This is an optimization exercise on Yosys and OpenROAD, whose aim is small area, a short achievable clock period and few clock cycles, not a production implementation.
Only simulation tests tie the RTL to the original design; equivalence was not proved.
No activity file was given, so power comes from the tool's default toggle rates.

==> inputs of run P <==
Design CHIP, start of the top module:
module CHIP #(
    parameter BIT_W = 32
)(
        input               i_clk,
        input               i_rst_n,
        input  [BIT_W-1:0]  i_IMEM_data,
        output [BIT_W-1:0]  o_IMEM_addr,
        output              o_IMEM_cen,
        input               i_DMEM_stall,
        input  [BIT_W-1:0]  i_DMEM_rdata,
        output              o_DMEM_cen,
        output              o_DMEM_wen,
        output [BIT_W-1:0]  o_DMEM_addr,
        output [BIT_W-1:0]  o_DMEM_wdata,
        output              o_finish,
        input               i_cache_finish,
        output              o_proc_finish
);
    integer i;
    reg  [31:0] pc_f;
    reg  [31:0] ir_1;             
    reg         v_1;
    reg  [31:0] ir_2;             
    reg         v_2;
    reg  [31:0] op1_2, op2_2;     
    reg  [31:0] m_res;            
    reg  [4:0]  m_rd;
    reg         m_we;             
    reg         m_ecall;
    reg  [31:0] mq_addr, mq_wdata;
    reg  [4:0]  mq_rd;
    reg         mq_load, mq_store;
    reg         mq_go;            
    reg         mem_busy;         
    reg         lp_v;             
    reg  [4:0]  lp_rd;
    reg         lb_v;             
    reg  [4:0]  lb_rd;
    reg  [31:0] lb_data;
    reg  [31:0] mul_a, mul_b;
    reg  [31:0] mul_acc, mul_cy;  
    reg         mul_busy;         
    reg         mul_add;          
    reg         mul_done;         
    reg  [4:0]  mul_rd;
    reg  [31:0] rf [1:31];        
    reg  [31:1] rf_v;             
    wire [31:0] pc_1 = pc_f - 32'd4;
    wire [31:0] pc_2 = pc_f - 32'd8;
    wire mq_v     = mq_load | mq_store;
    wire mq_start = mq_go & ~mem_busy;
    wire ld_cap   = ~i_DMEM_stall & ((mq_load & mq_start) | lp_v);
    wire [4:0] cap_rd = lp_v ? lp_rd : mq_rd;
    assign o_DMEM_cen    = mq_go;
    assign o_DMEM_wen    = mq_store;
    assign o_DMEM_addr   = mq_addr;
    assign o_DMEM_wdata  = mq_wdata;
    assign o_finish      = m_ecall;
    assign o_proc_finish = m_ecall;
    assign o_IMEM_cen    = ~m_ecall;
    assign o_IMEM_addr   = pc_f;
    wire        mul_wr = ~m_we & ~lb_v & mul_done;
    wire        rf_we  = m_we | lb_v | mul_done;
    wire [4:0]  rf_wa  = m_we ? m_rd  : lb_v ? lb_rd   : mul_rd;
  ...
clock: 16.0 ns
lec_check: 0
cap_margin: 20
core_margin: 2
core_utilization: 35
cts_cluster_diameter: 60
cts_cluster_size: 20
slew_margin: 20
standard.sh (not shown) runs the stock make flow with config.mk's settings and CLKGATE_MAP_FILE= SYNTH_SCRIPT=/design/flow/synth_recipe.tcl, a recipe that flattens the netlist after the stock synthesis.
==> flow/flow/run.sh <==
#!/bin/bash
set -euo pipefail
bash standard.sh SETUP_SLACK_MARGIN=11.3 finish > flow_make.log 2>&1
==> inputs of run X, as changes to run P <==
--- a/flow/design.v
+++ b/flow/design.v
@@ -26,35 +26,39 @@
     reg  [31:0] m_res;            
     reg  [4:0]  m_rd;
     reg         m_we;             
     reg         m_ecall;
     reg  [31:0] mq_addr, mq_wdata;
     reg  [4:0]  mq_rd;
     reg         mq_load, mq_store;
+    reg         mq_dead;          
     reg         mq_go;            
     reg         mem_busy;         
     reg         lp_v;             
     reg  [4:0]  lp_rd;
+    reg         lp_dead;
     reg         lb_v;             
     reg  [4:0]  lb_rd;
     reg  [31:0] lb_data;
     reg  [31:0] mul_a, mul_b;
     reg  [31:0] mul_acc, mul_cy;  
     reg         mul_busy;         
     reg         mul_add;          
     reg         mul_done;         
+    reg         mul_dead;         
     reg  [4:0]  mul_rd;
     reg  [31:0] rf [1:31];        
     reg  [31:1] rf_v;             
     wire [31:0] pc_1 = pc_f - 32'd4;
     wire [31:0] pc_2 = pc_f - 32'd8;
     wire mq_v     = mq_load | mq_store;
     wire mq_start = mq_go & ~mem_busy;
     wire ld_cap   = ~i_DMEM_stall & ((mq_load & mq_start) | lp_v);
     wire [4:0] cap_rd = lp_v ? lp_rd : mq_rd;
+    wire cap_ok = ld_cap & ~(lp_v ? lp_dead : mq_dead);
     assign o_DMEM_cen    = mq_go;
     assign o_DMEM_wen    = mq_store;
     assign o_DMEM_addr   = mq_addr;
     assign o_DMEM_wdata  = mq_wdata;
     assign o_finish      = m_ecall;
     assign o_proc_finish = m_ecall;
     assign o_IMEM_cen    = ~m_ecall;
@@ -152,15 +156,16 @@
     wire [31:0] cs2_s = pp1 ^ pp2 ^ pp3;
     wire [31:0] cs2_c = ((pp1 & pp2) | (pp1 & pp3) | (pp2 & pp3)) << 1;
     wire [31:0] cs3_s = cs1_s ^ cs1_c ^ cs2_s;
     wire [31:0] cs3_c = ((cs1_s & cs1_c) | (cs1_s & cs2_s) | (cs1_c & cs2_s)) << 1;
     wire [31:0] cs4_s = cs3_s ^ cs3_c ^ cs2_c;
     wire [31:0] cs4_c = ((cs3_s & cs3_c) | (cs3_s & cs2_c) | (cs3_c & cs2_c)) << 1;
     wire        mul_fin = (mul_b[31:4] == 28'd0) | (mul_a[27:0] == 28'd0);
-    wire        mu_p    = mul_busy | mul_add | mul_done;
+    wire        mu_b    = (mul_busy | mul_add) & ~mul_dead;
+    wire        mu_p    = mu_b | mul_done;
     wire hold2 = v_2 & ((x_mem & mq_v & ~mq_start) | (is_mul & mu_p) | (op_ecall & mq_v));
     wire adv2  = ~m_ecall & ~hold2;
     wire mul_iss = adv2 & v_2 & is_mul;
     wire [6:0] opc1 = ir_1[6:0];
     wire [4:0] rs1 = ir_1[19:15];
     wire [4:0] rs2 = ir_1[24:20];
     wire [4:0] rd1 = ir_1[11:7];
@@ -197,29 +202,36 @@
     wire fx2 = f2ok & (rd2 == rs2);
     wire fm1 = m_we & (m_rd == rs1);
     wire fm2 = m_we & (m_rd == rs2);
     wire fu1 = mul_done & (mul_rd == rs1);
     wire fu2 = mul_done & (mul_rd == rs2);
     wire fl1 = lb_v & (lb_rd == rs1);
     wire fl2 = lb_v & (lb_rd == rs2);
-    wire [31:0] rs1v = fx1 ? res : fm1 ? m_res : fu1 ? mul_acc : fl1 ? lb_data : vv1 ? rv1 : init1;
-    wire [31:0] rs2v = fx2 ? res : fm2 ? m_res : fu2 ? mul_acc : fl2 ? lb_data : vv2 ? rv2 : init2;
+    wire fc1 = cap_ok & (cap_rd == rs1);      
+    wire fc2 = cap_ok & (cap_rd == rs2);
+    wire [31:0] rs1v = fx1 ? res : fm1 ? m_res : fc1 ? i_DMEM_rdata : fu1 ? mul_acc : fl1 ? lb_data : vv1 ? rv1 : init1;
+    wire [31:0] rs2v = fx2 ? res : fm2 ? m_res : fc2 ? i_DMEM_rdata : fu2 ? mul_acc : fl2 ? lb_data : vv2 ? rv2 : init2;
     wire p2 = v_2 & (op_ld | is_mul) & (rd2 != 5'd0);
     wire pq = mq_load & (mq_rd != 5'd0);
-    wire haz1 = (p2   & ((u1_1 & (rd2   == rs1)) | (u2_1 & (rd2   == rs2)) | (wr_1 & (rd2   == rd1)))) |
-                (pq   & ((u1_1 & (mq_rd == rs1)) | (u2_1 & (mq_rd == rs2)) | (wr_1 & (mq_rd == rd1)))) |
-                (lp_v & ((u1_1 & (lp_rd == rs1)) | (u2_1 & (lp_rd == rs2)) | (wr_1 & (lp_rd == rd1)))) |
-                ((mul_busy | mul_add) & ((u1_1 & (mul_rd == rs1)) | (u2_1 & (mul_rd == rs2)))) |
-                (mu_p & wr_1 & (mul_rd == rd1));
+    wire haz1 = (p2   & ((u1_1 & (rd2   == rs1)) | (u2_1 & (rd2   == rs2)))) |
+                (pq & ~(mq_start & ~i_DMEM_stall) & ((u1_1 & (mq_rd == rs1)) | (u2_1 & (mq_rd == rs2)))) |
+                (lp_v & i_DMEM_stall & ((u1_1 & (lp_rd == rs1)) | (u2_1 & (lp_rd == rs2)))) |
+                (mu_b & ((u1_1 & (mul_rd == rs1)) | (u2_1 & (mul_rd == rs2))));
     wire adv1 = adv2 & ~(v_1 & haz1);
+    wire kw      = adv1 & v_1 & wr_1 & ~taken;    
+    wire kill_2  = kw & (rd2 == rd1);
+    wire kill_q  = kw & (mq_rd == rd1);
+    wire kill_p  = kw & (lp_rd == rd1);
+    wire kill_m  = kw & (mul_rd == rd1);
     wire m_we_n     = adv2 & v_2 & wr2 & ~op_ld & ~is_mul;
     wire mq_enter   = adv2 & v_2 & x_mem;
     wire mq_load_n  = mq_enter ? op_ld : mq_load & ~mq_start;
     wire mq_store_n = mq_enter ? op_st : mq_store & ~mq_start;
-    wire lb_v_n     = ld_cap ? (cap_rd != 5'd0) : lb_v & m_we & (m_rd != lb_rd);
+    wire cap_dead   = lp_v ? (lp_dead | kill_p) : (mq_dead | kill_q);
+    wire lb_v_n     = ld_cap ? (cap_rd != 5'd0) & ~cap_dead : lb_v & m_we & (m_rd != lb_rd);
     wire redirect = adv2 & taken;
     always @(posedge i_clk or negedge i_rst_n) begin
         if (!i_rst_n) begin
             pc_f     <= 32'h00010000;
             v_1      <= 1'b0;
             v_2      <= 1'b0;
             m_we     <= 1'b0;
@@ -229,34 +241,40 @@
             mq_go    <= 1'b0;
             mem_busy <= 1'b0;
             lp_v     <= 1'b0;
             lb_v     <= 1'b0;
             mul_busy <= 1'b0;
             mul_add  <= 1'b0;
             mul_done <= 1'b0;
+            mul_dead <= 1'b0;
             rf_v     <= 31'd0;
         end else begin
             mem_busy <= mq_start ? i_DMEM_stall : (mem_busy & i_DMEM_stall);
             lp_v     <= (mq_load & mq_start & i_DMEM_stall) | (lp_v & i_DMEM_stall);
             mq_load  <= mq_load_n;
             mq_store <= mq_store_n;
             lb_v     <= lb_v_n;
             mq_go    <= (mq_load_n | mq_store_n) & ~(mq_load_n & lb_v_n & m_we_n);
             if (rf_we) rf_v[rf_wa] <= 1'b1;
             if (mul_iss) begin
                 mul_busy <= 1'b1;
-                mul_done <= 1'b0;
-            end else if (mul_busy) begin
-                mul_busy <= ~mul_fin;
-                mul_add  <= mul_fin;
-            end else if (mul_add) begin
                 mul_add  <= 1'b0;
-                mul_done <= mul_rd != 5'd0;
-            end else if (mul_wr) begin
                 mul_done <= 1'b0;
+                mul_dead <= kill_2;
+            end else begin
+                if (kill_m) mul_dead <= 1'b1;
+                if (mul_busy) begin
+                    mul_busy <= ~mul_fin;
+                    mul_add  <= mul_fin;
+                end else if (mul_add) begin
+                    mul_add  <= 1'b0;
+                    mul_done <= (mul_rd != 5'd0) & ~mul_dead & ~kill_m;
+                end else if (mul_wr | kill_m) begin
+                    mul_done <= 1'b0;
+                end
             end
             m_we <= m_we_n;
             if (adv2) m_ecall <= v_2 & op_ecall;
             if (redirect) begin
                 pc_f <= target;
                 v_1  <= 1'b0;
                 v_2  <= 1'b0;
@@ -267,15 +285,22 @@
                     v_1  <= 1'b1;
                 end
             end
         end
     end
     always @(posedge i_clk) begin
         if (rf_we) rf[rf_wa] <= rf_wd;
-        if (mq_load & mq_start) lp_rd <= mq_rd;
+        if (mq_load & mq_start) begin
+            lp_rd   <= mq_rd;
+            lp_dead <= mq_dead | kill_q;
+        end else if (kill_p) begin
+            lp_dead <= 1'b1;
+        end
+        if (mq_enter)    mq_dead <= kill_2;
+        else if (kill_q) mq_dead <= 1'b1;
         if (ld_cap) begin
             lb_rd   <= cap_rd;
             lb_data <= i_DMEM_rdata;
         end
         if (adv1) begin
             ir_1   <= i_IMEM_data;
             ir_2   <= ir_1;
==> comparison <==
In run X the non-clock buffer count is higher than in run P, by 18.
In run P the flip-flop and latch count is lower than in run X, by 3.
Between run P and run X, the lower worst setup slack is in run P (gap 0.31 ns).
Against run P, the synthesized area of run X is higher by 1.8%.
Of run X and run P, run X has the higher fmax (gap 6.5%, measured against run P).
In run X the register-to-register slack is higher than in run P, by 0.31 ns.
Sequential share of layout area: run P is higher than run X (0.91 points).
Of run P and run X, run X has the higher hold slack (gap 0.0019 ns).
Against run P, the clock power of run X is higher by 9.4%.
Critical path depth is the same in run X and run P.
Against run X, the routed wire length of run P is lower by about 4%.
Testbench counts of run P, summed over its fixed seeds: cycles 127,900.
Testbench counts of run X, summed over its fixed seeds: cycles 123,264.

==> afterwards: timing with drivers on the ports <==
How much do the figures lean on ideal ports? The routed layouts below were timed once more, with nothing changed but the port constraints.
Step 1 (the two cells are an assumption about what drives the block):
set clk [get_ports {i_clk}]
set_driving_cell -lib_cell sky130_fd_sc_hd__clkbuf_16 $clk
set_driving_cell -lib_cell sky130_fd_sc_hd__buf_2 [delete_from_list [all_inputs] $clk]
Step 2 times the ports against the registers' clock, not the clock port: input delays grow and output delays shrink by t, the midpoint of the rising clock arrivals with the driver on.
a / b / c = ideal ports / drivers / drivers and shift; a / b = the first two.
run	shift t [ns]	setup slack, ns	latest minus earliest clock arrival (ns)	worst register clock-pin slew, ns	worst data-port slew with drivers (ns)
run P	0.893	10.929 / 10.929 / 10.840	0.096 / 0.096	0.09 / 0.09	0.06
run X	0.913	11.238 / 11.193 / 10.357	0.109 / 0.109	0.09 / 0.09	0.19
After both steps setup and hold are still met in every run listed. The setup slack of run X, which loses most, moves by -0.045 ns with the drivers and by -0.881 ns with both steps.
